This is an optimization exercise on Yosys and OpenROAD, whose aim is small area and a short achievable clock period, not a production implementation.
RTL that was checked went through simulation tests only; none was proved equivalent to the original.
Function not checked in run 2: the RTL went through the layout flow alone.

`design/flow/run.sh`:
```
#!/bin/bash
# synth_recipe.tcl (not shown) runs the flow's synth.tcl, then flattens the netlist and writes it again
# the make line also repeats each setting of config.mk as NAME=value (left out here)
make -C /OpenROAD-flow-scripts/flow DESIGN_CONFIG=/design/flow/config.mk WORK_HOME=/design/flow/orfs CLKGATE_MAP_FILE= SYNTH_SCRIPT=/design/flow/synth_recipe.tcl finish
```
`design/flow/config.mk`:
```
export PLATFORM = sky130hd
export DESIGN_NAME = mac
export DESIGN_NICKNAME = mac
export VERILOG_FILES = /design/flow/design.v
export SDC_FILE = /design/flow/constraint.sdc
export NUM_CORES = 4
export LEC_CHECK = 0
export CAP_MARGIN = 20
export CORE_MARGIN = 2
export CORE_UTILIZATION = 45
export PLACE_DENSITY = 0.6
export SETUP_SLACK_MARGIN = 2.0
export SLEW_MARGIN = 20
```
`design/flow/constraint.sdc`:
```
create_clock -name core_clock -period 5.5 [get_ports {clk}]
set_input_delay 1.1000 -clock core_clock [delete_from_list [all_inputs] [get_ports {clk}]]
set_output_delay 1.1000 -clock core_clock [all_outputs]
set_load 0.01 [all_outputs]
```
`design/flow/design.v`:
```
module mac_fin (
    input  [18:0] si,
    input  [18:0] ci,
    input  [18:0] pi,
    input  [18:0] qi,
    output [18:0] sum
);
    wire s0 = si[0] ^ ci[0];
    wire c0 = si[0] & ci[0];
    wire s1 = si[1] ^ ci[1] ^ pi[1];
    wire c1 = (si[1] & ci[1]) | (si[1] & pi[1]) | (ci[1] & pi[1]);
    wire s2 = si[2] ^ ci[2] ^ pi[2];
    wire c2 = (si[2] & ci[2]) | (si[2] & pi[2]) | (ci[2] & pi[2]);
    wire s3 = si[3] ^ ci[3] ^ pi[3];
    wire c3 = (si[3] & ci[3]) | (si[3] & pi[3]) | (ci[3] & pi[3]);
    wire s4 = si[4] ^ ci[4] ^ pi[4];
    wire c4 = (si[4] & ci[4]) | (si[4] & pi[4]) | (ci[4] & pi[4]);
    wire s5 = si[5] ^ ci[5] ^ pi[5];
    wire c5 = (si[5] & ci[5]) | (si[5] & pi[5]) | (ci[5] & pi[5]);
    wire s6 = si[6] ^ ci[6] ^ pi[6];
    wire c6 = (si[6] & ci[6]) | (si[6] & pi[6]) | (ci[6] & pi[6]);
    wire s7 = si[7] ^ ci[7] ^ pi[7];
    wire c7 = (si[7] & ci[7]) | (si[7] & pi[7]) | (ci[7] & pi[7]);
    wire s8 = si[8] ^ ci[8] ^ pi[8];
    wire c8 = (si[8] & ci[8]) | (si[8] & pi[8]) | (ci[8] & pi[8]);
    wire s9 = si[9] ^ ci[9] ^ pi[9];
    wire c9 = (si[9] & ci[9]) | (si[9] & pi[9]) | (ci[9] & pi[9]);
    wire s10 = si[10] ^ ci[10] ^ pi[10];
    wire c10 = (si[10] & ci[10]) | (si[10] & pi[10]) | (ci[10] & pi[10]);
    wire s11 = si[11] ^ ci[11] ^ pi[11];
    wire c11 = (si[11] & ci[11]) | (si[11] & pi[11]) | (ci[11] & pi[11]);
    wire s12 = si[12] ^ ci[12] ^ pi[12];
    wire c12 = (si[12] & ci[12]) | (si[12] & pi[12]) | (ci[12] & pi[12]);
    wire s13 = si[13] ^ ci[13] ^ pi[13];
    wire c13 = (si[13] & ci[13]) | (si[13] & pi[13]) | (ci[13] & pi[13]);
    wire s14 = si[14] ^ ci[14] ^ pi[14];
    wire c14 = (si[14] & ci[14]) | (si[14] & pi[14]) | (ci[14] & pi[14]);
    wire s15 = si[15] ^ ci[15] ^ pi[15];
    wire c15 = (si[15] & ci[15]) | (si[15] & pi[15]) | (ci[15] & pi[15]);
    wire s16 = si[16] ^ ci[16] ^ pi[16];
    wire c16 = (si[16] & ci[16]) | (si[16] & pi[16]) | (ci[16] & pi[16]);
    wire s17 = si[17] ^ ci[17] ^ pi[17];
    wire c17 = (si[17] & ci[17]) | (si[17] & pi[17]) | (ci[17] & pi[17]);
    wire s18 = si[18] ^ ci[18] ^ pi[18];
    wire s19 = pi[0] ^ qi[0];
    wire c19 = pi[0] & qi[0];
    wire s20 = qi[1] ^ c0 ^ s1;
    wire c20 = (qi[1] & c0) | (qi[1] & s1) | (c0 & s1);
    wire s21 = qi[2] ^ c1 ^ s2;
    wire c21 = (qi[2] & c1) | (qi[2] & s2) | (c1 & s2);
    wire s22 = qi[3] ^ c2 ^ s3;
    wire c22 = (qi[3] & c2) | (qi[3] & s3) | (c2 & s3);
    wire s23 = qi[4] ^ c3 ^ s4;
    wire c23 = (qi[4] & c3) | (qi[4] & s4) | (c3 & s4);
    wire s24 = qi[5] ^ c4 ^ s5;
    wire c24 = (qi[5] & c4) | (qi[5] & s5) | (c4 & s5);
    wire s25 = qi[6] ^ c5 ^ s6;
    wire c25 = (qi[6] & c5) | (qi[6] & s6) | (c5 & s6);
    wire s26 = qi[7] ^ c6 ^ s7;
    wire c26 = (qi[7] & c6) | (qi[7] & s7) | (c6 & s7);
    wire s27 = qi[8] ^ c7 ^ s8;
    wire c27 = (qi[8] & c7) | (qi[8] & s8) | (c7 & s8);
    wire s28 = qi[9] ^ c8 ^ s9;
    wire c28 = (qi[9] & c8) | (qi[9] & s9) | (c8 & s9);
    wire s29 = qi[10] ^ c9 ^ s10;
    wire c29 = (qi[10] & c9) | (qi[10] & s10) | (c9 & s10);
    wire s30 = qi[11] ^ c10 ^ s11;
    wire c30 = (qi[11] & c10) | (qi[11] & s11) | (c10 & s11);
    wire s31 = qi[12] ^ c11 ^ s12;
    wire c31 = (qi[12] & c11) | (qi[12] & s12) | (c11 & s12);
    wire s32 = qi[13] ^ c12 ^ s13;
    wire c32 = (qi[13] & c12) | (qi[13] & s13) | (c12 & s13);
    wire s33 = qi[14] ^ c13 ^ s14;
    wire c33 = (qi[14] & c13) | (qi[14] & s14) | (c13 & s14);
    wire s34 = qi[15] ^ c14 ^ s15;
    wire c34 = (qi[15] & c14) | (qi[15] & s15) | (c14 & s15);
    wire s35 = qi[16] ^ c15 ^ s16;
    wire c35 = (qi[16] & c15) | (qi[16] & s16) | (c15 & s16);
    wire s36 = qi[17] ^ c16 ^ s17;
    wire c36 = (qi[17] & c16) | (qi[17] & s17) | (c16 & s17);
    wire s37 = qi[18] ^ c17 ^ s18;
    wire [18:0] ra = {c36, c35, c34, c33, c32, c31, c30, c29, c28, c27, c26, c25, c24, c23, c22, c21, c20, c19, s0};
    wire [18:0] rb = {s37, s36, s35, s34, s33, s32, s31, s30, s29, s28, s27, s26, s25, s24, s23, s22, s21, s20, s19};
    assign sum = ra + rb;
endmodule
module mac_cs (
    input  [3:0]  one,
    input  [3:0]  two,
    input  [3:0]  neg,
    input  [7:0]  w,
    input  [18:0] si,
    input  [18:0] ci,
    output [18:0] so,
    output [18:0] co
);
    wire pp0_0 = ((one[0] & w[0]) | (two[0] & 1'b0)) ^ neg[0];
    wire pp0_1 = ((one[0] & w[1]) | (two[0] & w[0])) ^ neg[0];
    wire pp0_2 = ((one[0] & w[2]) | (two[0] & w[1])) ^ neg[0];
    wire pp0_3 = ((one[0] & w[3]) | (two[0] & w[2])) ^ neg[0];
    wire pp0_4 = ((one[0] & w[4]) | (two[0] & w[3])) ^ neg[0];
    wire pp0_5 = ((one[0] & w[5]) | (two[0] & w[4])) ^ neg[0];
    wire pp0_6 = ((one[0] & w[6]) | (two[0] & w[5])) ^ neg[0];
    wire pp0_7 = ((one[0] & w[7]) | (two[0] & w[6])) ^ neg[0];
    wire pp0_8 = ~(((one[0] | two[0]) & w[7]) ^ neg[0]);
    wire pp1_0 = ((one[1] & w[0]) | (two[1] & 1'b0)) ^ neg[1];
    wire pp1_1 = ((one[1] & w[1]) | (two[1] & w[0])) ^ neg[1];
    wire pp1_2 = ((one[1] & w[2]) | (two[1] & w[1])) ^ neg[1];
    wire pp1_3 = ((one[1] & w[3]) | (two[1] & w[2])) ^ neg[1];
    wire pp1_4 = ((one[1] & w[4]) | (two[1] & w[3])) ^ neg[1];
    wire pp1_5 = ((one[1] & w[5]) | (two[1] & w[4])) ^ neg[1];
    wire pp1_6 = ((one[1] & w[6]) | (two[1] & w[5])) ^ neg[1];
    wire pp1_7 = ((one[1] & w[7]) | (two[1] & w[6])) ^ neg[1];
    wire pp1_8 = ~(((one[1] | two[1]) & w[7]) ^ neg[1]);
    wire pp2_0 = ((one[2] & w[0]) | (two[2] & 1'b0)) ^ neg[2];
    wire pp2_1 = ((one[2] & w[1]) | (two[2] & w[0])) ^ neg[2];
    wire pp2_2 = ((one[2] & w[2]) | (two[2] & w[1])) ^ neg[2];
    wire pp2_3 = ((one[2] & w[3]) | (two[2] & w[2])) ^ neg[2];
    wire pp2_4 = ((one[2] & w[4]) | (two[2] & w[3])) ^ neg[2];
    wire pp2_5 = ((one[2] & w[5]) | (two[2] & w[4])) ^ neg[2];
    wire pp2_6 = ((one[2] & w[6]) | (two[2] & w[5])) ^ neg[2];
    wire pp2_7 = ((one[2] & w[7]) | (two[2] & w[6])) ^ neg[2];
    wire pp2_8 = ~(((one[2] | two[2]) & w[7]) ^ neg[2]);
    wire pp3_0 = ((one[3] & w[0]) | (two[3] & 1'b0)) ^ neg[3];
    wire pp3_1 = ((one[3] & w[1]) | (two[3] & w[0])) ^ neg[3];
    wire pp3_2 = ((one[3] & w[2]) | (two[3] & w[1])) ^ neg[3];
    wire pp3_3 = ((one[3] & w[3]) | (two[3] & w[2])) ^ neg[3];
    wire pp3_4 = ((one[3] & w[4]) | (two[3] & w[3])) ^ neg[3];
    wire pp3_5 = ((one[3] & w[5]) | (two[3] & w[4])) ^ neg[3];
    wire pp3_6 = ((one[3] & w[6]) | (two[3] & w[5])) ^ neg[3];
    wire pp3_7 = ((one[3] & w[7]) | (two[3] & w[6])) ^ neg[3];
    wire pp3_8 = ~(((one[3] | two[3]) & w[7]) ^ neg[3]);
    wire s0 = si[6] ^ ci[6];
    wire c0 = si[6] & ci[6];
    wire s1 = si[7] ^ ci[7];
    wire c1 = si[7] & ci[7];
    wire s2 = si[8] ^ ci[8];
    wire c2 = si[8] & ci[8];
    wire s3 = si[2] ^ ci[2];
    wire c3 = si[2] & ci[2];
    wire s4 = si[3] ^ ci[3];
    wire c4 = si[3] & ci[3];
    wire s5 = si[4] ^ ci[4] ^ neg[2];
    wire c5 = (si[4] & ci[4]) | (si[4] & neg[2]) | (ci[4] & neg[2]);
    wire s6 = pp0_4 ^ pp1_2;
    wire c6 = pp0_4 & pp1_2;
    wire s7 = si[5] ^ ci[5] ^ pp0_5;
    wire c7 = (si[5] & ci[5]) | (si[5] & pp0_5) | (ci[5] & pp0_5);
    wire s8 = pp1_3 ^ pp2_1;
    wire c8 = pp1_3 & pp2_1;
    wire s9 = neg[3] ^ s0 ^ pp0_6;
    wire c9 = (neg[3] & s0) | (neg[3] & pp0_6) | (s0 & pp0_6);
    wire s10 = pp1_4 ^ pp2_2 ^ pp3_0;
    wire c10 = (pp1_4 & pp2_2) | (pp1_4 & pp3_0) | (pp2_2 & pp3_0);
    wire s11 = c0 ^ s1 ^ pp0_7;
    wire c11 = (c0 & s1) | (c0 & pp0_7) | (s1 & pp0_7);
    wire s12 = pp1_5 ^ pp2_3 ^ pp3_1;
    wire c12 = (pp1_5 & pp2_3) | (pp1_5 & pp3_1) | (pp2_3 & pp3_1);
    wire s13 = c1 ^ s2 ^ pp0_8;
    wire c13 = (c1 & s2) | (c1 & pp0_8) | (s2 & pp0_8);
    wire s14 = pp1_6 ^ pp2_4 ^ pp3_2;
    wire c14 = (pp1_6 & pp2_4) | (pp1_6 & pp3_2) | (pp2_4 & pp3_2);
    wire s15 = si[9] ^ ci[9] ^ c2;
    wire c15 = (si[9] & ci[9]) | (si[9] & c2) | (ci[9] & c2);
    wire s16 = pp1_7 ^ pp2_5 ^ pp3_3;
    wire c16 = (pp1_7 & pp2_5) | (pp1_7 & pp3_3) | (pp2_5 & pp3_3);
    wire s17 = si[10] ^ ci[10] ^ pp1_8;
    wire c17 = (si[10] & ci[10]) | (si[10] & pp1_8) | (ci[10] & pp1_8);
    wire s18 = pp2_6 ^ pp3_4;
    wire c18 = pp2_6 & pp3_4;
    wire s19 = si[11] ^ ci[11] ^ pp2_7;
    wire c19 = (si[11] & ci[11]) | (si[11] & pp2_7) | (ci[11] & pp2_7);
    wire s20 = si[12] ^ ci[12];
    wire c20 = si[12] & ci[12];
    wire s21 = si[0] ^ ci[0];
    wire c21 = si[0] & ci[0];
    wire s22 = si[1] ^ ci[1];
    wire c22 = si[1] & ci[1];
    wire s23 = neg[1] ^ s3 ^ pp0_2;
    wire c23 = (neg[1] & s3) | (neg[1] & pp0_2) | (s3 & pp0_2);
    wire s24 = c3 ^ s4 ^ pp0_3;
    wire c24 = (c3 & s4) | (c3 & pp0_3) | (s4 & pp0_3);
    wire s25 = c4 ^ pp2_0 ^ s5;
    wire c25 = (c4 & pp2_0) | (c4 & s5) | (pp2_0 & s5);
    wire s26 = c5 ^ c6 ^ s8;
    wire c26 = (c5 & c6) | (c5 & s8) | (c6 & s8);
    wire s27 = c8 ^ c7 ^ s9;
    wire c27 = (c8 & c7) | (c8 & s9) | (c7 & s9);
    wire s28 = c9 ^ c10 ^ s11;
    wire c28 = (c9 & c10) | (c9 & s11) | (c10 & s11);
    wire s29 = c11 ^ c12 ^ s13;
    wire c29 = (c11 & c12) | (c11 & s13) | (c12 & s13);
    wire s30 = s15 ^ c13 ^ c14;
    wire c30 = (s15 & c13) | (s15 & c14) | (c13 & c14);
    wire s31 = c15 ^ s18 ^ c16;
    wire c31 = (c15 & s18) | (c15 & c16) | (s18 & c16);
    wire s32 = pp3_5 ^ c18 ^ c17;
    wire c32 = (pp3_5 & c18) | (pp3_5 & c17) | (c18 & c17);
    wire s33 = s20 ^ pp2_8 ^ pp3_6;
    wire c33 = (s20 & pp2_8) | (s20 & pp3_6) | (pp2_8 & pp3_6);
    wire s34 = si[13] ^ ci[13] ^ c20;
    wire c34 = (si[13] & ci[13]) | (si[13] & c20) | (ci[13] & c20);
    wire s35 = si[14] ^ ci[14];
    wire c35 = si[14] & ci[14];
    wire s36 = neg[0] ^ s21;
    wire c36 = neg[0] & s21;
    wire s37 = c21 ^ s22 ^ pp0_1;
    wire c37 = (c21 & s22) | (c21 & pp0_1) | (s22 & pp0_1);
    wire s38 = c22 ^ pp1_0 ^ s23;
    wire c38 = (c22 & pp1_0) | (c22 & s23) | (pp1_0 & s23);
    wire s39 = pp1_1 ^ c23 ^ s24;
    wire c39 = (pp1_1 & c23) | (pp1_1 & s24) | (c23 & s24);
    wire s40 = s6 ^ c24 ^ s25;
    wire c40 = (s6 & c24) | (s6 & s25) | (c24 & s25);
    wire s41 = s7 ^ c25 ^ s26;
    wire c41 = (s7 & c25) | (s7 & s26) | (c25 & s26);
    wire s42 = s10 ^ c26 ^ s27;
    wire c42 = (s10 & c26) | (s10 & s27) | (c26 & s27);
    wire s43 = s12 ^ c27 ^ s28;
    wire c43 = (s12 & c27) | (s12 & s28) | (c27 & s28);
    wire s44 = s14 ^ c28 ^ s29;
    wire c44 = (s14 & c28) | (s14 & s29) | (c28 & s29);
    wire s45 = s16 ^ s30 ^ c29;
    wire c45 = (s16 & s30) | (s16 & c29) | (s30 & c29);
    wire s46 = s17 ^ c30 ^ s31;
    wire c46 = (s17 & c30) | (s17 & s31) | (c30 & s31);
    wire s47 = s19 ^ c31 ^ s32;
    wire c47 = (s19 & c31) | (s19 & s32) | (c31 & s32);
    wire s48 = c19 ^ s33 ^ c32;
    wire c48 = (c19 & s33) | (c19 & c32) | (s33 & c32);
    wire s49 = pp3_7 ^ s34 ^ c33;
    wire c49 = (pp3_7 & s34) | (pp3_7 & c33) | (s34 & c33);
    wire s50 = s35 ^ pp3_8 ^ c34;
    wire c50 = (s35 & pp3_8) | (s35 & c34) | (pp3_8 & c34);
    wire s51 = si[15] ^ ci[15] ^ c35;
    wire c51 = (si[15] & ci[15]) | (si[15] & c35) | (ci[15] & c35);
    wire s52 = si[16] ^ ci[16];
    wire c52 = si[16] & ci[16];
    wire s53 = si[17] ^ ci[17];
    wire c53 = si[17] & ci[17];
    wire s54 = si[18] ^ ci[18];
    assign so = {c53, c52, s52, s51, s50, s49, c47, c46, c45, c44, c43, c42, c41, c40, c39, c38, c37, c36, pp0_0};
    assign co = {s54, s53, c51, c50, c49, c48, s48, s47, s46, s45, s44, s43, s42, s41, s40, s39, s38, s37, s36};
endmodule
module mac_cs0 (
    input  [3:0]  one,
    input  [3:0]  two,
    input  [3:0]  neg,
    input  [7:0]  w,
    input  [18:0] ci,
    output [18:0] so,
    output [18:0] co
);
    wire pp0_0 = ((one[0] & w[0]) | (two[0] & 1'b0)) ^ neg[0];
    wire pp0_1 = ((one[0] & w[1]) | (two[0] & w[0])) ^ neg[0];
    wire pp0_2 = ((one[0] & w[2]) | (two[0] & w[1])) ^ neg[0];
    wire pp0_3 = ((one[0] & w[3]) | (two[0] & w[2])) ^ neg[0];
    wire pp0_4 = ((one[0] & w[4]) | (two[0] & w[3])) ^ neg[0];
    wire pp0_5 = ((one[0] & w[5]) | (two[0] & w[4])) ^ neg[0];
    wire pp0_6 = ((one[0] & w[6]) | (two[0] & w[5])) ^ neg[0];
    wire pp0_7 = ((one[0] & w[7]) | (two[0] & w[6])) ^ neg[0];
    wire pp0_8 = ~(((one[0] | two[0]) & w[7]) ^ neg[0]);
    wire pp1_0 = ((one[1] & w[0]) | (two[1] & 1'b0)) ^ neg[1];
    wire pp1_1 = ((one[1] & w[1]) | (two[1] & w[0])) ^ neg[1];
    wire pp1_2 = ((one[1] & w[2]) | (two[1] & w[1])) ^ neg[1];
    wire pp1_3 = ((one[1] & w[3]) | (two[1] & w[2])) ^ neg[1];
    wire pp1_4 = ((one[1] & w[4]) | (two[1] & w[3])) ^ neg[1];
    wire pp1_5 = ((one[1] & w[5]) | (two[1] & w[4])) ^ neg[1];
    wire pp1_6 = ((one[1] & w[6]) | (two[1] & w[5])) ^ neg[1];
    wire pp1_7 = ((one[1] & w[7]) | (two[1] & w[6])) ^ neg[1];
    wire pp1_8 = ~(((one[1] | two[1]) & w[7]) ^ neg[1]);
    wire pp2_0 = ((one[2] & w[0]) | (two[2] & 1'b0)) ^ neg[2];
    wire pp2_1 = ((one[2] & w[1]) | (two[2] & w[0])) ^ neg[2];
    wire pp2_2 = ((one[2] & w[2]) | (two[2] & w[1])) ^ neg[2];
    wire pp2_3 = ((one[2] & w[3]) | (two[2] & w[2])) ^ neg[2];
    wire pp2_4 = ((one[2] & w[4]) | (two[2] & w[3])) ^ neg[2];
    wire pp2_5 = ((one[2] & w[5]) | (two[2] & w[4])) ^ neg[2];
    wire pp2_6 = ((one[2] & w[6]) | (two[2] & w[5])) ^ neg[2];
    wire pp2_7 = ((one[2] & w[7]) | (two[2] & w[6])) ^ neg[2];
    wire pp2_8 = ~(((one[2] | two[2]) & w[7]) ^ neg[2]);
    wire pp3_0 = ((one[3] & w[0]) | (two[3] & 1'b0)) ^ neg[3];
    wire pp3_1 = ((one[3] & w[1]) | (two[3] & w[0])) ^ neg[3];
    wire pp3_2 = ((one[3] & w[2]) | (two[3] & w[1])) ^ neg[3];
    wire pp3_3 = ((one[3] & w[3]) | (two[3] & w[2])) ^ neg[3];
    wire pp3_4 = ((one[3] & w[4]) | (two[3] & w[3])) ^ neg[3];
    wire pp3_5 = ((one[3] & w[5]) | (two[3] & w[4])) ^ neg[3];
    wire pp3_6 = ((one[3] & w[6]) | (two[3] & w[5])) ^ neg[3];
    wire pp3_7 = ((one[3] & w[7]) | (two[3] & w[6])) ^ neg[3];
    wire pp3_8 = ~(((one[3] | two[3]) & w[7]) ^ neg[3]);
    wire s0 = ci[4] ^ neg[2];
    wire c0 = ci[4] & neg[2];
    wire s1 = ci[5] ^ pp0_5;
    wire c1 = ci[5] & pp0_5;
    wire s2 = ci[6] ^ neg[3] ^ pp0_6;
    wire c2 = (ci[6] & neg[3]) | (ci[6] & pp0_6) | (neg[3] & pp0_6);
    wire s3 = pp1_4 ^ pp2_2;
    wire c3 = pp1_4 & pp2_2;
    wire s4 = ci[7] ^ pp0_7 ^ pp1_5;
    wire c4 = (ci[7] & pp0_7) | (ci[7] & pp1_5) | (pp0_7 & pp1_5);
    wire s5 = pp2_3 ^ pp3_1;
    wire c5 = pp2_3 & pp3_1;
    wire s6 = 1'b1 ^ ci[8] ^ pp0_8;
    wire c6 = (1'b1 & ci[8]) | (1'b1 & pp0_8) | (ci[8] & pp0_8);
    wire s7 = pp1_6 ^ pp2_4 ^ pp3_2;
    wire c7 = (pp1_6 & pp2_4) | (pp1_6 & pp3_2) | (pp2_4 & pp3_2);
    wire s8 = ci[9] ^ pp1_7 ^ pp2_5;
    wire c8 = (ci[9] & pp1_7) | (ci[9] & pp2_5) | (pp1_7 & pp2_5);
    wire s9 = 1'b1 ^ ci[10] ^ pp1_8;
    wire c9 = (1'b1 & ci[10]) | (1'b1 & pp1_8) | (ci[10] & pp1_8);
    wire s10 = 1'b1 ^ ci[11];
    wire c10 = 1'b1 & ci[11];
    wire s11 = ci[2] ^ neg[1];
    wire c11 = ci[2] & neg[1];
    wire s12 = ci[3] ^ pp0_3;
    wire c12 = ci[3] & pp0_3;
    wire s13 = s0 ^ pp0_4 ^ pp1_2;
    wire c13 = (s0 & pp0_4) | (s0 & pp1_2) | (pp0_4 & pp1_2);
    wire s14 = c0 ^ pp1_3 ^ pp2_1;
    wire c14 = (c0 & pp1_3) | (c0 & pp2_1) | (pp1_3 & pp2_1);
    wire s15 = pp3_0 ^ c1 ^ s3;
    wire c15 = (pp3_0 & c1) | (pp3_0 & s3) | (c1 & s3);
    wire s16 = c3 ^ s5 ^ c2;
    wire c16 = (c3 & s5) | (c3 & c2) | (s5 & c2);
    wire s17 = c5 ^ c4 ^ s6;
    wire c17 = (c5 & c4) | (c5 & s6) | (c4 & s6);
    wire s18 = pp3_3 ^ c6 ^ c7;
    wire c18 = (pp3_3 & c6) | (pp3_3 & c7) | (c6 & c7);
    wire s19 = pp2_6 ^ pp3_4 ^ c8;
    wire c19 = (pp2_6 & pp3_4) | (pp2_6 & c8) | (pp3_4 & c8);
    wire s20 = s10 ^ pp2_7 ^ pp3_5;
    wire c20 = (s10 & pp2_7) | (s10 & pp3_5) | (pp2_7 & pp3_5);
    wire s21 = ci[12] ^ c10 ^ pp2_8;
    wire c21 = (ci[12] & c10) | (ci[12] & pp2_8) | (c10 & pp2_8);
    wire s22 = 1'b1 ^ ci[13];
    wire c22 = 1'b1 & ci[13];
    wire s23 = ci[0] ^ neg[0];
    wire c23 = ci[0] & neg[0];
    wire s24 = ci[1] ^ pp0_1;
    wire c24 = ci[1] & pp0_1;
    wire s25 = s11 ^ pp0_2 ^ pp1_0;
    wire c25 = (s11 & pp0_2) | (s11 & pp1_0) | (pp0_2 & pp1_0);
    wire s26 = c11 ^ pp1_1 ^ s12;
    wire c26 = (c11 & pp1_1) | (c11 & s12) | (pp1_1 & s12);
    wire s27 = pp2_0 ^ c12 ^ s13;
    wire c27 = (pp2_0 & c12) | (pp2_0 & s13) | (c12 & s13);
    wire s28 = s1 ^ c13 ^ s14;
    wire c28 = (s1 & c13) | (s1 & s14) | (c13 & s14);
    wire s29 = c14 ^ s2 ^ s15;
    wire c29 = (c14 & s2) | (c14 & s15) | (s2 & s15);
    wire s30 = s4 ^ c15 ^ s16;
    wire c30 = (s4 & c15) | (s4 & s16) | (c15 & s16);
    wire s31 = s7 ^ c16 ^ s17;
    wire c31 = (s7 & c16) | (s7 & s17) | (c16 & s17);
    wire s32 = s8 ^ s18 ^ c17;
    wire c32 = (s8 & s18) | (s8 & c17) | (s18 & c17);
    wire s33 = s9 ^ c18 ^ s19;
    wire c33 = (s9 & c18) | (s9 & s19) | (c18 & s19);
    wire s34 = c9 ^ s20 ^ c19;
    wire c34 = (c9 & s20) | (c9 & c19) | (s20 & c19);
    wire s35 = pp3_6 ^ c20 ^ s21;
    wire c35 = (pp3_6 & c20) | (pp3_6 & s21) | (c20 & s21);
    wire s36 = s22 ^ pp3_7 ^ c21;
    wire c36 = (s22 & pp3_7) | (s22 & c21) | (pp3_7 & c21);
    wire s37 = ci[14] ^ c22 ^ pp3_8;
    wire c37 = (ci[14] & c22) | (ci[14] & pp3_8) | (c22 & pp3_8);
    wire s38 = 1'b1 ^ ci[15];
    wire c38 = 1'b1 & ci[15];
    wire s39 = 1'b1 ^ ci[16];
    wire c39 = 1'b1 & ci[16];
    assign so = {1'b1, ci[17], c38, s38, s37, s36, s35, c33, c32, c31, c30, c29, c28, c27, c26, c25, c24, c23, s23};
    assign co = {ci[18], c39, s39, c37, c36, c35, c34, s34, s33, s32, s31, s30, s29, s28, s27, s26, s25, s24, pp0_0};
endmodule
module mac_p6 (
    input  [3:0]  one,
    input  [3:0]  two,
    input  [3:0]  neg,
    input  [7:0]  w,
    output [18:0] so,
    output [18:0] co
);
    wire pp0_0 = ((one[0] & w[0]) | (two[0] & 1'b0)) ^ neg[0];
    wire pp0_1 = ((one[0] & w[1]) | (two[0] & w[0])) ^ neg[0];
    wire pp0_2 = ((one[0] & w[2]) | (two[0] & w[1])) ^ neg[0];
    wire pp0_3 = ((one[0] & w[3]) | (two[0] & w[2])) ^ neg[0];
    wire pp0_4 = ((one[0] & w[4]) | (two[0] & w[3])) ^ neg[0];
    wire pp0_5 = ((one[0] & w[5]) | (two[0] & w[4])) ^ neg[0];
    wire pp0_6 = ((one[0] & w[6]) | (two[0] & w[5])) ^ neg[0];
    wire pp0_7 = ((one[0] & w[7]) | (two[0] & w[6])) ^ neg[0];
    wire pp0_8 = ~(((one[0] | two[0]) & w[7]) ^ neg[0]);
    wire pp1_0 = ((one[1] & w[0]) | (two[1] & 1'b0)) ^ neg[1];
    wire pp1_1 = ((one[1] & w[1]) | (two[1] & w[0])) ^ neg[1];
    wire pp1_2 = ((one[1] & w[2]) | (two[1] & w[1])) ^ neg[1];
    wire pp1_3 = ((one[1] & w[3]) | (two[1] & w[2])) ^ neg[1];
    wire pp1_4 = ((one[1] & w[4]) | (two[1] & w[3])) ^ neg[1];
    wire pp1_5 = ((one[1] & w[5]) | (two[1] & w[4])) ^ neg[1];
    wire pp1_6 = ((one[1] & w[6]) | (two[1] & w[5])) ^ neg[1];
    wire pp1_7 = ((one[1] & w[7]) | (two[1] & w[6])) ^ neg[1];
    wire pp1_8 = ~(((one[1] | two[1]) & w[7]) ^ neg[1]);
    wire pp2_0 = ((one[2] & w[0]) | (two[2] & 1'b0)) ^ neg[2];
    wire pp2_1 = ((one[2] & w[1]) | (two[2] & w[0])) ^ neg[2];
    wire pp2_2 = ((one[2] & w[2]) | (two[2] & w[1])) ^ neg[2];
    wire pp2_3 = ((one[2] & w[3]) | (two[2] & w[2])) ^ neg[2];
    wire pp2_4 = ((one[2] & w[4]) | (two[2] & w[3])) ^ neg[2];
    wire pp2_5 = ((one[2] & w[5]) | (two[2] & w[4])) ^ neg[2];
    wire pp2_6 = ((one[2] & w[6]) | (two[2] & w[5])) ^ neg[2];
    wire pp2_7 = ((one[2] & w[7]) | (two[2] & w[6])) ^ neg[2];
    wire pp2_8 = ~(((one[2] | two[2]) & w[7]) ^ neg[2]);
    wire pp3_0 = ((one[3] & w[0]) | (two[3] & 1'b0)) ^ neg[3];
    wire pp3_1 = ((one[3] & w[1]) | (two[3] & w[0])) ^ neg[3];
    wire pp3_2 = ((one[3] & w[2]) | (two[3] & w[1])) ^ neg[3];
    wire pp3_3 = ((one[3] & w[3]) | (two[3] & w[2])) ^ neg[3];
    wire pp3_4 = ((one[3] & w[4]) | (two[3] & w[3])) ^ neg[3];
    wire pp3_5 = ((one[3] & w[5]) | (two[3] & w[4])) ^ neg[3];
    wire pp3_6 = ((one[3] & w[6]) | (two[3] & w[5])) ^ neg[3];
    wire pp3_7 = ((one[3] & w[7]) | (two[3] & w[6])) ^ neg[3];
    wire pp3_8 = ~(((one[3] | two[3]) & w[7]) ^ neg[3]);
    wire s0 = neg[3] ^ pp0_6;
    wire c0 = neg[3] & pp0_6;
    wire s1 = pp0_7 ^ pp1_5;
    wire c1 = pp0_7 & pp1_5;
    wire s2 = pp0_8 ^ pp1_6;
    wire c2 = pp0_8 & pp1_6;
    wire s3 = neg[2] ^ pp0_4;
    wire c3 = neg[2] & pp0_4;
    wire s4 = pp0_5 ^ pp1_3;
    wire c4 = pp0_5 & pp1_3;
    wire s5 = pp1_4 ^ pp2_2 ^ pp3_0;
    wire c5 = (pp1_4 & pp2_2) | (pp1_4 & pp3_0) | (pp2_2 & pp3_0);
    wire s6 = pp2_3 ^ pp3_1 ^ c0;
    wire c6 = (pp2_3 & pp3_1) | (pp2_3 & c0) | (pp3_1 & c0);
    wire s7 = pp2_4 ^ pp3_2 ^ c1;
    wire c7 = (pp2_4 & pp3_2) | (pp2_4 & c1) | (pp3_2 & c1);
    wire s8 = pp1_7 ^ pp2_5 ^ pp3_3;
    wire c8 = (pp1_7 & pp2_5) | (pp1_7 & pp3_3) | (pp2_5 & pp3_3);
    wire s9 = pp1_8 ^ pp2_6;
    wire c9 = pp1_8 & pp2_6;
    wire s10 = neg[1] ^ pp0_2;
    wire c10 = neg[1] & pp0_2;
    wire s11 = pp0_3 ^ pp1_1;
    wire c11 = pp0_3 & pp1_1;
    wire s12 = pp1_2 ^ pp2_0 ^ s3;
    wire c12 = (pp1_2 & pp2_0) | (pp1_2 & s3) | (pp2_0 & s3);
    wire s13 = pp2_1 ^ c3 ^ s4;
    wire c13 = (pp2_1 & c3) | (pp2_1 & s4) | (c3 & s4);
    wire s14 = c4 ^ s0 ^ s5;
    wire c14 = (c4 & s0) | (c4 & s5) | (s0 & s5);
    wire s15 = s1 ^ c5 ^ s6;
    wire c15 = (s1 & c5) | (s1 & s6) | (c5 & s6);
    wire s16 = s2 ^ c6 ^ s7;
    wire c16 = (s2 & c6) | (s2 & s7) | (c6 & s7);
    wire s17 = c2 ^ s8 ^ c7;
    wire c17 = (c2 & s8) | (c2 & c7) | (s8 & c7);
    wire s18 = pp3_4 ^ s9 ^ c8;
    wire c18 = (pp3_4 & s9) | (pp3_4 & c8) | (s9 & c8);
    wire s19 = pp2_7 ^ pp3_5 ^ c9;
    wire c19 = (pp2_7 & pp3_5) | (pp2_7 & c9) | (pp3_5 & c9);
    wire s20 = pp2_8 ^ pp3_6;
    wire c20 = pp2_8 & pp3_6;
    assign so = {1'b0, 1'b0, 1'b0, 1'b0, pp3_8, pp3_7, s20, s19, s18, c16, c15, c14, c13, c12, c11, c10, pp1_0, pp0_1, neg[0]};
    assign co = {1'b0, 1'b0, 1'b0, 1'b0, 1'b0, c20, c19, c18, c17, s17, s16, s15, s14, s13, s12, s11, s10, 1'b0, pp0_0};
endmodule
module mac #(parameter DW=8,CW=19,ROW=7,COLUMN=7,OW=26
) (
    input [ROW*DW-1     : 0]        mac_m_data  ,
    input [COLUMN*DW-1  : 0]        w           ,
    input [ROW-1        : 0]        w_en        ,
    input [COLUMN*CW-1  : 0]        ci          ,
    output [COLUMN*OW-1 : 0]        mac_s_data  ,
    input clk,
    input rst_n
);
localparam [113:0] RV = {19'd502528, 19'd480768, 19'd459008, 19'd437248, 19'd415488, 19'd393728};
localparam [18:0]  RP = 19'd21760;
reg  [47:0]  xd1;        
reg  [55:0]  wd;         
reg  [5:0]   wed;        
reg  [6:0]   ld;         
reg  [27:0]  one, two, neg;   
reg  [391:0] wq;         
reg  [797:0] ss, sc;     
reg  [132:0] p6s, p6c;   
reg  [132:0] so;         
wire [797:0] ssn, scn;
wire [132:0] p6sn, p6cn, son;
always @(posedge clk) begin
    xd1 <= mac_m_data[47:0];
    wd  <= w;
end
always @(posedge clk or negedge rst_n) begin
    if (!rst_n) begin
        wed <= 6'd0;
        ld  <= 7'd0;
    end else begin
        wed <= w_en[5:0];
        ld  <= ld | {w_en[6], wed};
    end
end
genvar r, c, j;
generate
for (r = 0; r < 7; r = r + 1) begin : row
    wire       v  = (r < 6) ? (ld[r] | wed[r % 6]) : (ld[6] | w_en[6]);
    wire [8:0] xe = (r < 6) ? {xd1[8*(r % 6) +: 8], 1'b0} : {mac_m_data[55:48], 1'b0};
    for (j = 0; j < 4; j = j + 1) begin : dg
        wire b2 = xe[2*j+2], b1 = xe[2*j+1], b0 = xe[2*j];
        always @(posedge clk or negedge rst_n) begin
            if (!rst_n) begin
                one[4*r+j] <= 1'b0;
                two[4*r+j] <= 1'b0;
                neg[4*r+j] <= 1'b0;
            end else begin
                one[4*r+j] <= v & (b1 ^ b0);
                two[4*r+j] <= v & ((b2 & ~b1 & ~b0) | (~b2 & b1 & b0));
                neg[4*r+j] <= v & b2;
            end
        end
    end
    always @(posedge clk) begin
        if (r < 6) begin
            if (wed[r % 6]) wq[56*r +: 56] <= wd;
        end else begin
            if (w_en[6]) wq[56*r +: 56] <= w;
        end
    end
    for (c = 0; c < 7; c = c + 1) begin : col
        if (r == 0) begin : g0
            mac_cs0 u (.one(one[4*r +: 4]), .two(two[4*r +: 4]), .neg(neg[4*r +: 4]), .w(wq[56*r + 8*c +: 8]),
                       .ci(ci[19*c +: 19]), .so(ssn[133*r + 19*c +: 19]), .co(scn[133*r + 19*c +: 19]));
        end else if (r < 6) begin : gm
            mac_cs u (.one(one[4*r +: 4]), .two(two[4*r +: 4]), .neg(neg[4*r +: 4]), .w(wq[56*r + 8*c +: 8]),
                      .si(ss[133*(r-1) + 19*c +: 19]), .ci(sc[133*(r-1) + 19*c +: 19]),
                      .so(ssn[133*r + 19*c +: 19]), .co(scn[133*r + 19*c +: 19]));
        end else begin : gl
            mac_p6 u (.one(one[4*r +: 4]), .two(two[4*r +: 4]), .neg(neg[4*r +: 4]), .w(wq[56*r + 8*c +: 8]),
                      .so(p6sn[19*c +: 19]), .co(p6cn[19*c +: 19]));
            mac_fin f (.si(ss[133*5 + 19*c +: 19]), .ci(sc[133*5 + 19*c +: 19]),
                       .pi(p6s[19*c +: 19]), .qi(p6c[19*c +: 19]), .sum(son[19*c +: 19]));
        end
        if (r < 6) begin : acc
            always @(posedge clk or negedge rst_n) begin
                if (!rst_n) begin
                    ss[133*r + 19*c +: 19] <= RV[19*r +: 19];
                    sc[133*r + 19*c +: 19] <= 19'd0;
                end else begin
                    ss[133*r + 19*c +: 19] <= ssn[133*r + 19*c +: 19];
                    sc[133*r + 19*c +: 19] <= scn[133*r + 19*c +: 19];
                end
            end
        end else begin : res
            always @(posedge clk or negedge rst_n) begin
                if (!rst_n) begin
                    p6s[19*c +: 19] <= RP;
                    p6c[19*c +: 19] <= 19'd0;
                    so[19*c +: 19]  <= 19'd0;
                end else begin
                    p6s[19*c +: 19] <= p6sn[19*c +: 19];
                    p6c[19*c +: 19] <= p6cn[19*c +: 19];
                    so[19*c +: 19]  <= son[19*c +: 19];
                end
            end
        end
    end
end
for (c = 0; c < 7; c = c + 1) begin : outp
    assign mac_s_data[26*c +: 26] = {{7{so[19*c + 18]}}, so[19*c +: 19]};
end
endgenerate
endmodule
```
==> results of run 1 <==
==> through the flow <==
stage / instance area [sq um]
global placement: 164000
detailed placement: 164000
finish: 176000
floorplan: 156000
global route: 176000
CTS: 175000
==> cell families (layout without fill, tap and decap cells) <==
| logic type | count (synthesis) | in the layout | synth area share |
|---|---|---|---|
| adder cells (fa/ha/maj) | 2674 | 2674 | 0.302 |
| XOR/XNOR | 1937 | 1937 | 0.109 |
| other | 0 | 40 | 0 |
| AND/OR/NAND/NOR | 813 | 813 | 0.0224 |
| flip-flops | 2505 | 2505 | 0.414 |
| buffers and inverters | 2938 | 3204 | 0.0734 |
| AO/OA/AOI/OAI | 1683 | 1683 | 0.0791 |
| multiplexers | 5 | 5 | 0.000321 |
==> critical path, cell delays in order, from the launching register on <==
cell and delay [ns]:
dfrtp_1 0.34, inv_2 0.04, fa_1 0.54, inv_2 0.04, fa_1 0.49, ha_4 0.30, o211ai_1 0.11, o211a_1 0.27
o31ai_4 0.75, a21oi_2 0.14, o21ai_2 0.20, a311o_1 0.20, xor2_1 0.14
==> state kept, by name, summed over array words and instances, names as in the netlist <==
name,cells
sc,798
ss,791
wq,392
so,133
p6s,99
p6c,91
wd,56
xd1,48
neg,28
one,28
two,28
ld,7
wed,6
==> cells in the final DEF, fill, tap and decap left out, drive strengths merged, types with 40 or more instances in the layout <==
cell type	Yosys	layout
buf	312	266
clkbuf	674	416
fa	1820	1820
o21ai	43	43
xnor2	1624	1624
dfrtp	1743	1743
inv	1950	1965
clkinv	0	85
dfstp	266	266
nor2b	58	58
ha	854	854
diode	0	40
a21oi	111	111
clkdlybuf4s50	0	433
xor2	313	313
dfxtp	104	104
nand2	457	457
nor2	165	165
a22oi	1372	1372
edfxtp	392	392
==> area by class of cell <==
cell class                      count  area, sq um
Timing Repair Buffer              699         6850
Antenna cell                       40          100
Clock buffer                      416         8690
Inverter                         1950         7320
Multi-Input combinational cell   7112        80800
Sequential cell                  2505        64600
Clock inverter                    139         1680
Tap cell                         4578         5730
Fill cell                       29846       170000
==> routing by layer <==
metal,global-route usage,share of wire,vias up
li1,-,-,39734
met1,0.400,0.39,50950
met2,0.525,0.48,4132
met3,0.0415,0.057,1129
met4,0.187,0.071,18
met5,0,0.00074,-
==> final timing paths <==
check | from | to | slack (ns) | depth (start not counted)
max | p6s[80]$_DFF_PN0_ | so[93]$_DFF_PN0_ | 1.85 | 12
min | rst_n | sc[686]$_DFF_PN0_ | 0.16 | 1
max reg2reg | p6s[80]$_DFF_PN0_ | so[93]$_DFF_PN0_ | 1.85 | 12
min reg2reg | sc[75]$_DFF_PN0_ | sc[208]$_DFF_PN0_ | 0.38 | 1
max in group asynchronous | rst_n | one[0]$_DFF_PN0_ | 3.85 | 2
min in group core_clock | sc[75]$_DFF_PN0_ | sc[208]$_DFF_PN0_ | 0.38 | 1
==> what timing repair did <==
action                                  CTS  global route
endpoints found under the setup margin   46            35
cloned                                    0             0
resized for setup                        80            49
pin swaps                                48            66
setup buffers                            21            23
==> impl_metrics.csv, run 1 <==
group,metric,value,unit
sta,finalHoldViolCount,0,
logic_synthesis,async_reset_ff_frac,0.802,
logic_synthesis,synth_area,156000,sq um
finish,nets,15496,
route,drc,0,
route,drtIter0Drc,8109,
sta,setup_ws,1.85,ns
grt,grt_overflow,0,
sta,drv_slew,0,
cts,clk_pin_slew,0.06,ns
finish,final_core_util,0.509,
placed_design,port_buffers,435,
setup_path,critPathRequiredTime,6.36,ns
route,dr.pass1.iters,8,
finish,drive_above_1_share,0.0960,
floorplanning,fp.dieH,593,microns
grt,grt_pass1_wl,785000,microns
setup_path,worstPathArrival,4.50,ns
setup_path,critPathMaxFanout,2,
cts,clock_latency,0.97,ns
cts,cts_made_buffers,300,
logic_synthesis,synth_flop_cell,"dfrtp_1",
floorplanning,core,345000,sq um
grt,grt_pass1_vias,104679,
cts,postCtsHoldBufs,0,
floorplanning,initial_core_util,0.451,
placed_design,dp_cells,16800,
floorplanning,dieArea,351000,sq um
run,drv_cap,0,
route,totalWireLength,552000,microns
logic_synthesis,synth_seq_cells,2505,
sta,fin_tns_setup,0,ns
logic_synthesis,ys_seq_area_frac,0.414,
cts,cts-root-buf,"clkbuf_16",
placed_design,routabilityCongestion,0.970,
cts,clockBufferDepth,4,
logic_synthesis,synth_top_cells_by_area,"dfrtp_1 (28%), fa_1 (23%), xnor2_1 (9.1%)",
logic_synthesis,synth_edf_count,392,
finish,area_delta_synth_final,12.8,%
route,wl_per_cell,31.6,microns
cts,ctsHtreeMaxLevel,5,
logic_synthesis,syn-mean-instance-area,12.4,sq um
sta,timing.hold.ws,0.163,ns
sta,finalCriticalPeriod,3.65,ns
logic_synthesis,yosys-top-cells-count,"inv_1 (1949), fa_1 (1820), dfrtp_1 (1743)",
logic_synthesis,yosysMostFrequentCell,"inv_1",
route,postRouteAntennaNets,0,
route,vias,95963,
logic_synthesis,yosys_warnings,1,
sta,post-route-period-util,0.663,
setup_path,end_kind,"flop",
sta,fin_skew,0.0886,ns
logic_synthesis,synth_cell_types,73,
sta,rsz0062_at_grt,"yes",
sta,setup_viol,0,
cts,clock-sinks,2505,
floorplanning,chipWidth,593,microns
floorplanning,io_pins,436,
placed_design,dp_slack,1.48,ns
setup_path,critPathLaunchType,"flop",
outcome,status,"no timing/DRC/antenna violations",
logic_synthesis,synthesis.nets,15483,
cts,cts_tree,"done",
worst_hold_path,hp-class,"in2async",
finish,fin_cells,17439,
logic_synthesis,yosysTopAreaCellShare,0.280,
sta,fmax,274,MHz
sta,relSlewSlack,0.242,
floorplanning,rows,216,
sta,worstMarginPinSlew,1.13,ns
route,vias_per_cell,5.50,
placed_design,dp_hpwl,432000,microns
setup_path,path_class,"reg2reg",
grt,grt_max_degree,138,
grt,grt_util_all_layers,0.317,
grt,antenna_found_initial,70,
logic_synthesis,syn_inst,12555,
logic_synthesis,yosys.area.top_type,"dfrtp_1",
==> run 2: changes to the inputs <==
--- a/design/flow/design.v
+++ b/design/flow/design.v
@@ -3,4 +3,3 @@
     input  [18:0] ci,
-    input  [18:0] pi,
-    input  [18:0] qi,
+    input  [15:0] pi,
     output [18:0] sum
@@ -39,46 +38,9 @@
     wire c15 = (si[15] & ci[15]) | (si[15] & pi[15]) | (ci[15] & pi[15]);
-    wire s16 = si[16] ^ ci[16] ^ pi[16];
-    wire c16 = (si[16] & ci[16]) | (si[16] & pi[16]) | (ci[16] & pi[16]);
-    wire s17 = si[17] ^ ci[17] ^ pi[17];
-    wire c17 = (si[17] & ci[17]) | (si[17] & pi[17]) | (ci[17] & pi[17]);
-    wire s18 = si[18] ^ ci[18] ^ pi[18];
-    wire s19 = pi[0] ^ qi[0];
-    wire c19 = pi[0] & qi[0];
-    wire s20 = qi[1] ^ c0 ^ s1;
-    wire c20 = (qi[1] & c0) | (qi[1] & s1) | (c0 & s1);
-    wire s21 = qi[2] ^ c1 ^ s2;
-    wire c21 = (qi[2] & c1) | (qi[2] & s2) | (c1 & s2);
-    wire s22 = qi[3] ^ c2 ^ s3;
-    wire c22 = (qi[3] & c2) | (qi[3] & s3) | (c2 & s3);
-    wire s23 = qi[4] ^ c3 ^ s4;
-    wire c23 = (qi[4] & c3) | (qi[4] & s4) | (c3 & s4);
-    wire s24 = qi[5] ^ c4 ^ s5;
-    wire c24 = (qi[5] & c4) | (qi[5] & s5) | (c4 & s5);
-    wire s25 = qi[6] ^ c5 ^ s6;
-    wire c25 = (qi[6] & c5) | (qi[6] & s6) | (c5 & s6);
-    wire s26 = qi[7] ^ c6 ^ s7;
-    wire c26 = (qi[7] & c6) | (qi[7] & s7) | (c6 & s7);
-    wire s27 = qi[8] ^ c7 ^ s8;
-    wire c27 = (qi[8] & c7) | (qi[8] & s8) | (c7 & s8);
-    wire s28 = qi[9] ^ c8 ^ s9;
-    wire c28 = (qi[9] & c8) | (qi[9] & s9) | (c8 & s9);
-    wire s29 = qi[10] ^ c9 ^ s10;
-    wire c29 = (qi[10] & c9) | (qi[10] & s10) | (c9 & s10);
-    wire s30 = qi[11] ^ c10 ^ s11;
-    wire c30 = (qi[11] & c10) | (qi[11] & s11) | (c10 & s11);
-    wire s31 = qi[12] ^ c11 ^ s12;
-    wire c31 = (qi[12] & c11) | (qi[12] & s12) | (c11 & s12);
-    wire s32 = qi[13] ^ c12 ^ s13;
-    wire c32 = (qi[13] & c12) | (qi[13] & s13) | (c12 & s13);
-    wire s33 = qi[14] ^ c13 ^ s14;
-    wire c33 = (qi[14] & c13) | (qi[14] & s14) | (c13 & s14);
-    wire s34 = qi[15] ^ c14 ^ s15;
-    wire c34 = (qi[15] & c14) | (qi[15] & s15) | (c14 & s15);
-    wire s35 = qi[16] ^ c15 ^ s16;
-    wire c35 = (qi[16] & c15) | (qi[16] & s16) | (c15 & s16);
-    wire s36 = qi[17] ^ c16 ^ s17;
-    wire c36 = (qi[17] & c16) | (qi[17] & s17) | (c16 & s17);
-    wire s37 = qi[18] ^ c17 ^ s18;
-    wire [18:0] ra = {c36, c35, c34, c33, c32, c31, c30, c29, c28, c27, c26, c25, c24, c23, c22, c21, c20, c19, s0};
-    wire [18:0] rb = {s37, s36, s35, s34, s33, s32, s31, s30, s29, s28, s27, s26, s25, s24, s23, s22, s21, s20, s19};
+    wire s16 = si[16] ^ ci[16];
+    wire c16 = si[16] & ci[16];
+    wire s17 = si[17] ^ ci[17];
+    wire c17 = si[17] & ci[17];
+    wire s18 = si[18] ^ ci[18];
+    wire [18:0] ra = {c17, c16, s16, c14, c13, c12, c11, c10, c9, c8, c7, c6, c5, c4, c3, c2, c1, c0, pi[0]};
+    wire [18:0] rb = {s18, s17, c15, s15, s14, s13, s12, s11, s10, s9, s8, s7, s6, s5, s4, s3, s2, s1, s0};
     assign sum = ra + rb;
@@ -372,5 +334,3 @@
 module mac_p6 (
-    input  [3:0]  one,
-    input  [3:0]  two,
-    input  [3:0]  neg,
+    input  [7:0]  x,
     input  [7:0]  w,
@@ -379,2 +339,16 @@
 );
+    wire [8:0] xe = {x, 1'b0};
+    wire [3:0] one, two, neg;
+    assign one[0] = xe[1] ^ xe[0];
+    assign two[0] = (xe[2] & ~xe[1] & ~xe[0]) | (~xe[2] & xe[1] & xe[0]);
+    assign neg[0] = xe[2];
+    assign one[1] = xe[3] ^ xe[2];
+    assign two[1] = (xe[4] & ~xe[3] & ~xe[2]) | (~xe[4] & xe[3] & xe[2]);
+    assign neg[1] = xe[4];
+    assign one[2] = xe[5] ^ xe[4];
+    assign two[2] = (xe[6] & ~xe[5] & ~xe[4]) | (~xe[6] & xe[5] & xe[4]);
+    assign neg[2] = xe[6];
+    assign one[3] = xe[7] ^ xe[6];
+    assign two[3] = (xe[8] & ~xe[7] & ~xe[6]) | (~xe[8] & xe[7] & xe[6]);
+    assign neg[3] = xe[8];
     wire pp0_0 = ((one[0] & w[0]) | (two[0] & 1'b0)) ^ neg[0];
@@ -476,3 +450,3 @@
 reg  [6:0]   ld;         
-reg  [27:0]  one, two, neg;   
+reg  [71:0]  one, two, neg;   
 reg  [391:0] wq;         
@@ -480,2 +454,3 @@
 reg  [132:0] p6s, p6c;   
+reg  [111:0] p6r;        
 reg  [132:0] so;         
@@ -483,2 +458,3 @@
 wire [132:0] p6sn, p6cn, son;
+wire [132:0] p6rn;
 always @(posedge clk) begin
@@ -496,18 +472,21 @@
 end
-genvar r, c, j;
+wire [55:0] w6 = w_en[6] ? w : (wq[391:336] & {56{ld[6]}});
+genvar r, c, j, g;
 generate
-for (r = 0; r < 7; r = r + 1) begin : row
-    wire       v  = (r < 6) ? (ld[r] | wed[r % 6]) : (ld[6] | w_en[6]);
-    wire [8:0] xe = (r < 6) ? {xd1[8*(r % 6) +: 8], 1'b0} : {mac_m_data[55:48], 1'b0};
-    for (j = 0; j < 4; j = j + 1) begin : dg
-        wire b2 = xe[2*j+2], b1 = xe[2*j+1], b0 = xe[2*j];
-        always @(posedge clk or negedge rst_n) begin
-            if (!rst_n) begin
-                one[4*r+j] <= 1'b0;
-                two[4*r+j] <= 1'b0;
-                neg[4*r+j] <= 1'b0;
-            end else begin
-                one[4*r+j] <= v & (b1 ^ b0);
-                two[4*r+j] <= v & ((b2 & ~b1 & ~b0) | (~b2 & b1 & b0));
-                neg[4*r+j] <= v & b2;
+for (r = 0; r < 6; r = r + 1) begin : row
+    wire       v  = ld[r] | wed[r];
+    wire [8:0] xe = {xd1[8*r +: 8], 1'b0};
+    for (g = 0; g < 3; g = g + 1) begin : grp
+        for (j = 0; j < 4; j = j + 1) begin : dg
+            wire b2 = xe[2*j+2], b1 = xe[2*j+1], b0 = xe[2*j];
+            always @(posedge clk or negedge rst_n) begin
+                if (!rst_n) begin
+                    one[12*r+4*g+j] <= 1'b0;
+                    two[12*r+4*g+j] <= 1'b0;
+                    neg[12*r+4*g+j] <= 1'b0;
+                end else begin
+                    one[12*r+4*g+j] <= v & (b1 ^ b0);
+                    two[12*r+4*g+j] <= v & ((b2 & ~b1 & ~b0) | (~b2 & b1 & b0));
+                    neg[12*r+4*g+j] <= v & b2;
+                end
             end
@@ -516,43 +495,23 @@
     always @(posedge clk) begin
-        if (r < 6) begin
-            if (wed[r % 6]) wq[56*r +: 56] <= wd;
-        end else begin
-            if (w_en[6]) wq[56*r +: 56] <= w;
-        end
+        if (wed[r]) wq[56*r +: 56] <= wd;
     end
     for (c = 0; c < 7; c = c + 1) begin : col
+        localparam integer G = (c < 3) ? 0 : (c < 5) ? 1 : 2;
         if (r == 0) begin : g0
-            mac_cs0 u (.one(one[4*r +: 4]), .two(two[4*r +: 4]), .neg(neg[4*r +: 4]), .w(wq[56*r + 8*c +: 8]),
+            mac_cs0 u (.one(one[12*r+4*G +: 4]), .two(two[12*r+4*G +: 4]), .neg(neg[12*r+4*G +: 4]),
+                       .w(wq[56*r + 8*c +: 8]),
                        .ci(ci[19*c +: 19]), .so(ssn[133*r + 19*c +: 19]), .co(scn[133*r + 19*c +: 19]));
-        end else if (r < 6) begin : gm
-            mac_cs u (.one(one[4*r +: 4]), .two(two[4*r +: 4]), .neg(neg[4*r +: 4]), .w(wq[56*r + 8*c +: 8]),
+        end else begin : gm
+            mac_cs u (.one(one[12*r+4*G +: 4]), .two(two[12*r+4*G +: 4]), .neg(neg[12*r+4*G +: 4]),
+                      .w(wq[56*r + 8*c +: 8]),
                       .si(ss[133*(r-1) + 19*c +: 19]), .ci(sc[133*(r-1) + 19*c +: 19]),
                       .so(ssn[133*r + 19*c +: 19]), .co(scn[133*r + 19*c +: 19]));
-        end else begin : gl
-            mac_p6 u (.one(one[4*r +: 4]), .two(two[4*r +: 4]), .neg(neg[4*r +: 4]), .w(wq[56*r + 8*c +: 8]),
-                      .so(p6sn[19*c +: 19]), .co(p6cn[19*c +: 19]));
-            mac_fin f (.si(ss[133*5 + 19*c +: 19]), .ci(sc[133*5 + 19*c +: 19]),
-                       .pi(p6s[19*c +: 19]), .qi(p6c[19*c +: 19]), .sum(son[19*c +: 19]));
         end
-        if (r < 6) begin : acc
-            always @(posedge clk or negedge rst_n) begin
-                if (!rst_n) begin
-                    ss[133*r + 19*c +: 19] <= RV[19*r +: 19];
-                    sc[133*r + 19*c +: 19] <= 19'd0;
-                end else begin
-                    ss[133*r + 19*c +: 19] <= ssn[133*r + 19*c +: 19];
-                    sc[133*r + 19*c +: 19] <= scn[133*r + 19*c +: 19];
-                end
-            end
-        end else begin : res
-            always @(posedge clk or negedge rst_n) begin
-                if (!rst_n) begin
-                    p6s[19*c +: 19] <= RP;
-                    p6c[19*c +: 19] <= 19'd0;
-                    so[19*c +: 19]  <= 19'd0;
-                end else begin
-                    p6s[19*c +: 19] <= p6sn[19*c +: 19];
-                    p6c[19*c +: 19] <= p6cn[19*c +: 19];
-                    so[19*c +: 19]  <= son[19*c +: 19];
-                end
+        always @(posedge clk or negedge rst_n) begin
+            if (!rst_n) begin
+                ss[133*r + 19*c +: 19] <= RV[19*r +: 19];
+                sc[133*r + 19*c +: 19] <= 19'd0;
+            end else begin
+                ss[133*r + 19*c +: 19] <= ssn[133*r + 19*c +: 19];
+                sc[133*r + 19*c +: 19] <= scn[133*r + 19*c +: 19];
             end
@@ -561,3 +520,23 @@
 end
-for (c = 0; c < 7; c = c + 1) begin : outp
+always @(posedge clk) begin
+    if (w_en[6]) wq[391:336] <= w;
+end
+for (c = 0; c < 7; c = c + 1) begin : last
+    mac_p6 u (.x(mac_m_data[55:48]), .w(w6[8*c +: 8]), .so(p6sn[19*c +: 19]), .co(p6cn[19*c +: 19]));
+    assign p6rn[19*c +: 19] = p6s[19*c +: 19] + p6c[19*c +: 19];
+    mac_fin f (.si(ss[133*5 + 19*c +: 19]), .ci(sc[133*5 + 19*c +: 19]), .pi(p6r[16*c +: 16]),
+               .sum(son[19*c +: 19]));
+    always @(posedge clk or negedge rst_n) begin
+        if (!rst_n) begin
+            p6s[19*c +: 19] <= RP;
+            p6c[19*c +: 19] <= 19'd0;
+            p6r[16*c +: 16] <= RP[15:0];
+            so[19*c +: 19]  <= 19'd0;
+        end else begin
+            p6s[19*c +: 19] <= p6sn[19*c +: 19];
+            p6c[19*c +: 19] <= p6cn[19*c +: 19];
+            p6r[16*c +: 16] <= p6rn[19*c +: 16];
+            so[19*c +: 19]  <= son[19*c +: 19];
+        end
+    end
     assign mac_s_data[26*c +: 26] = {{7{so[19*c + 18]}}, so[19*c +: 19]};
--- a/design/flow/config.mk
+++ b/design/flow/config.mk
@@ -11,3 +11,3 @@
 export PLACE_DENSITY = 0.6
-export SETUP_SLACK_MARGIN = 2.0
+export SETUP_SLACK_MARGIN = 2.3
 export SLEW_MARGIN = 20
==> run 2 against run 1 <==
  * Count of clock-buffer cells in the layout increased by 15
  * Setup slack improved by 0.46 ns
  * Wire length increased by 2.5%
  * Critical endpoint is now sc[711]$_DFF_PN0_
==> impl_metrics.csv, run 2 <==
group,metric,value,unit
cts,postCtsHoldBufs,0,
floorplanning,fp.dieH,605,microns
cts,cts-root-buf,"clkbuf_16",
worst_hold_path,hp-class,"in2async",
finish,largestRegisters,"sc: 798 flops, ss: 791 flops, wq: 392 flops",
route,wl_per_cell,30.0,microns
logic_synthesis,synth_seq_cells,2605,
sta,fin_tns_setup,0,ns
finish,nets,16575,
logic_synthesis,synthesis.nets,16442,
floorplanning,dieArea,366000,sq um
floorplanning,rows,220,
sta,fin_skew,0.0435,ns
grt,grt_pass1_wl,801000,microns
finish,layout_common_cells,"fa_1 (1739), dfrtp_1 (1738), inv_1 (1720)",
route,vias,106782,
route,postRouteAntennaNets,0,
finish,largest_register_ffs,798,
sta,worstMarginPinSlew,1.37,ns
sta,finalHoldViolCount,0,
cts,clock_latency,0.96,ns
sta,rsz0062_at_grt,"yes",
finish,top_register,"sc",
route,drtIter0Drc,13161,
grt,grt_overflow,0,
route,wl_met1,236000,microns
sta,setup_ws,2.31,ns
setup_path,worstPathArrival,3.98,ns
finish,stdcell_area,185000,sq um
sta,finalCriticalPeriod,3.19,ns
logic_synthesis,synth_edf_count,392,
sta,timing.hold.ws,0.135,ns
finish,mostFrequentLayoutCell,"fa_1",
grt,grt_util_all_layers,0.307,
floorplanning,io_pins,436,
route,totalWireLength,565000,microns
sta,post-route-period-util,0.580,
sta,fmax,313,MHz
setup_path,critPathLaunchType,"flop",
floorplanning,chipWidth,605,microns
cts,cts_tree,"done",
route,top_layer_used,"met5",
route,drc,0,
placed_design,dp_cells,17989,
logic_synthesis,synth_flop_cell,"dfrtp_1",
finish,multi_input_area,85700,sq um
route,dr.pass1.iters,6,
logic_synthesis,yosysMostFrequentCell,"dfrtp_1",
floorplanning,core,359000,sq um
logic_synthesis,async_reset_ff_frac,0.810,
sta,setup_viol,0,
finish,layout.area.seq,67200,sq um
logic_synthesis,yosysTopAreaCellShare,0.279,
placed_design,dp_slack,0.821,ns
cts,clk_pin_slew,0.06,ns
logic_synthesis,syn_inst,13542,
cts,ctsHtreeMaxLevel,5,
setup_path,end_kind,"flop",
finish,fillCellCount,31441,
logic_synthesis,yosys-top-cells-count,"dfrtp_1 (1815), fa_1 (1743), inv_1 (1722)",
logic_synthesis,synth_area,163000,sq um
cts,cts_made_buffers,304,
logic_synthesis,synth_top_cells_by_area,"dfrtp_1 (28%), fa_1 (21%), edfxtp_1 (7.2%)",
floorplanning,initial_core_util,0.452,
cts,clock-sinks,2605,
grt,grt_pass1_vias,105967,
cts,clockBufferDepth,4,
run,drv_cap,0,
route,dr_wl_met3,58400,microns
finish,drive_above_1_share,0.113,
route,met2_length,242000,microns
finish,fin_cells,18833,
route,vias_per_cell,5.67,
sta,relSlewSlack,0.0819,
setup_path,critPathMaxFanout,35,
outcome,status,"no timing/DRC/antenna violations",
logic_synthesis,synth_cell_types,85,
sta,drv_slew,0,
grt,antenna_found_initial,117,
finish,area_delta_synth_final,13.8,%
placed_design,place_area,172000,sq um
logic_synthesis,ys_seq_area_frac,0.412,
placed_design,routabilityCongestion,0.944,
logic_synthesis,syn-mean-instance-area,12.0,sq um
grt,grt_max_degree,181,
placed_design,port_buffers,435,
placed_design,dp_hpwl,424000,microns
setup_path,critPathRequiredTime,6.29,ns
logic_synthesis,yosys_warnings,1,
logic_synthesis,yosys.area.top_type,"dfrtp_1",
setup_path,path_class,"reg2reg",
==> run 2: stage by stage <==
stage	utilization
finish	0.515
CTS	0.510
floorplan	-
detailed placement	0.478
global route	0.514
global placement	0.478
==> run 2: critical path, stage by stage (launching register included) <==
cell	delay [ns]
dfrtp_4	0.66
buf_12	0.29
a22oi_1	0.13
xor2_1	0.19
fa_1	0.55
fa_1	0.55
inv_1	0.12
fa_1	0.52
==> run 2: layout make-up <==
type,count,share of cell area
multi-input combinational,8116,0.463
clock buffer,431,0.0483
timing repair buffer,923,0.0495
inverter,1725,0.0350
sequential,2605,0.363
clock inverter,133,0.00664
tap,4773,0.0323
antenna,127,0.00172
==> run 2: cell families (layout without fill, tap and decap cells) <==
family | Yosys count | count (layout) | share of synthesized area
mux | 14 | 14 | 0.000931
other cells | 0 | 127 | 0
compound gates | 2502 | 2503 | 0.108
xor+xnor | 1789 | 1789 | 0.0964
simple gates | 1155 | 1155 | 0.0303
flops | 2605 | 2605 | 0.412
fa+ha+maj | 2655 | 2655 | 0.285
buf+inv | 2822 | 3212 | 0.0680
==> run 2: metal layers <==
metal  up-vias  global-route usage
met5         -                   0
met4        30               0.138
met3       997              0.0667
met2      6027               0.441
met1     55129               0.446
li1      44599                   -
==> run 2: worst paths after layout <==
| check | from | endpoint | slack (ns) | cells after the start |
|---|---|---|---|---|
| min in group core_clock | sc[94]$_DFF_PN0_ | sc[227]$_DFF_PN0_ | 0.38 | 1 |
| max reg2reg | one[61]$_DFF_PN0_ | sc[711]$_DFF_PN0_ | 2.31 | 7 |
| max in group asynchronous | rst_n | ss[355]$_DFF_PN1_ | 3.80 | 3 |
| min reg2reg | sc[94]$_DFF_PN0_ | sc[227]$_DFF_PN0_ | 0.38 | 1 |
| max | one[61]$_DFF_PN0_ | sc[711]$_DFF_PN0_ | 2.31 | 7 |
| min | rst_n | so[19]$_DFF_PN0_ | 0.13 | 1 |
==> run 2: repair_timing <==
action / in CTS / in global routing
pin swaps: 26 / 39
gates cloned: 0 / 4
setup buffers: 50 / 99
resized for setup: 109 / 70
hold endpoints to repair: 0 / 0
endpoints found under the setup margin: 400 / 162

==> static timing again, ports no longer ideal <==
In the flow no input, the clock included, has a driving cell. The finished layouts below were timed again as built, in two steps. Step 1 assumes that a clkbuf_16 drives the clock port and a buf_2 every other input. Step 2, shift: input delay + t, output delay - t, t = (earliest + latest rising clock arrival at the registers) / 2. This alone moves slack from input paths to output paths. a / b / c = ideal ports / drivers / drivers and shift; a / b = the first two.
run	t (ns)	slack for setup (ns)	worst setup path after step 2	pins driven straight from the clock port
run 1	1.032	1.855 / 1.855 / 1.855	register to register	1
run 2	1.034	2.310 / 2.307 / 1.335	input to register	1
After both steps setup and hold are still met in every run listed. For run 2, which loses most, drivers alone change the setup slack by -0.003 ns; drivers and shift together by -0.975 ns.
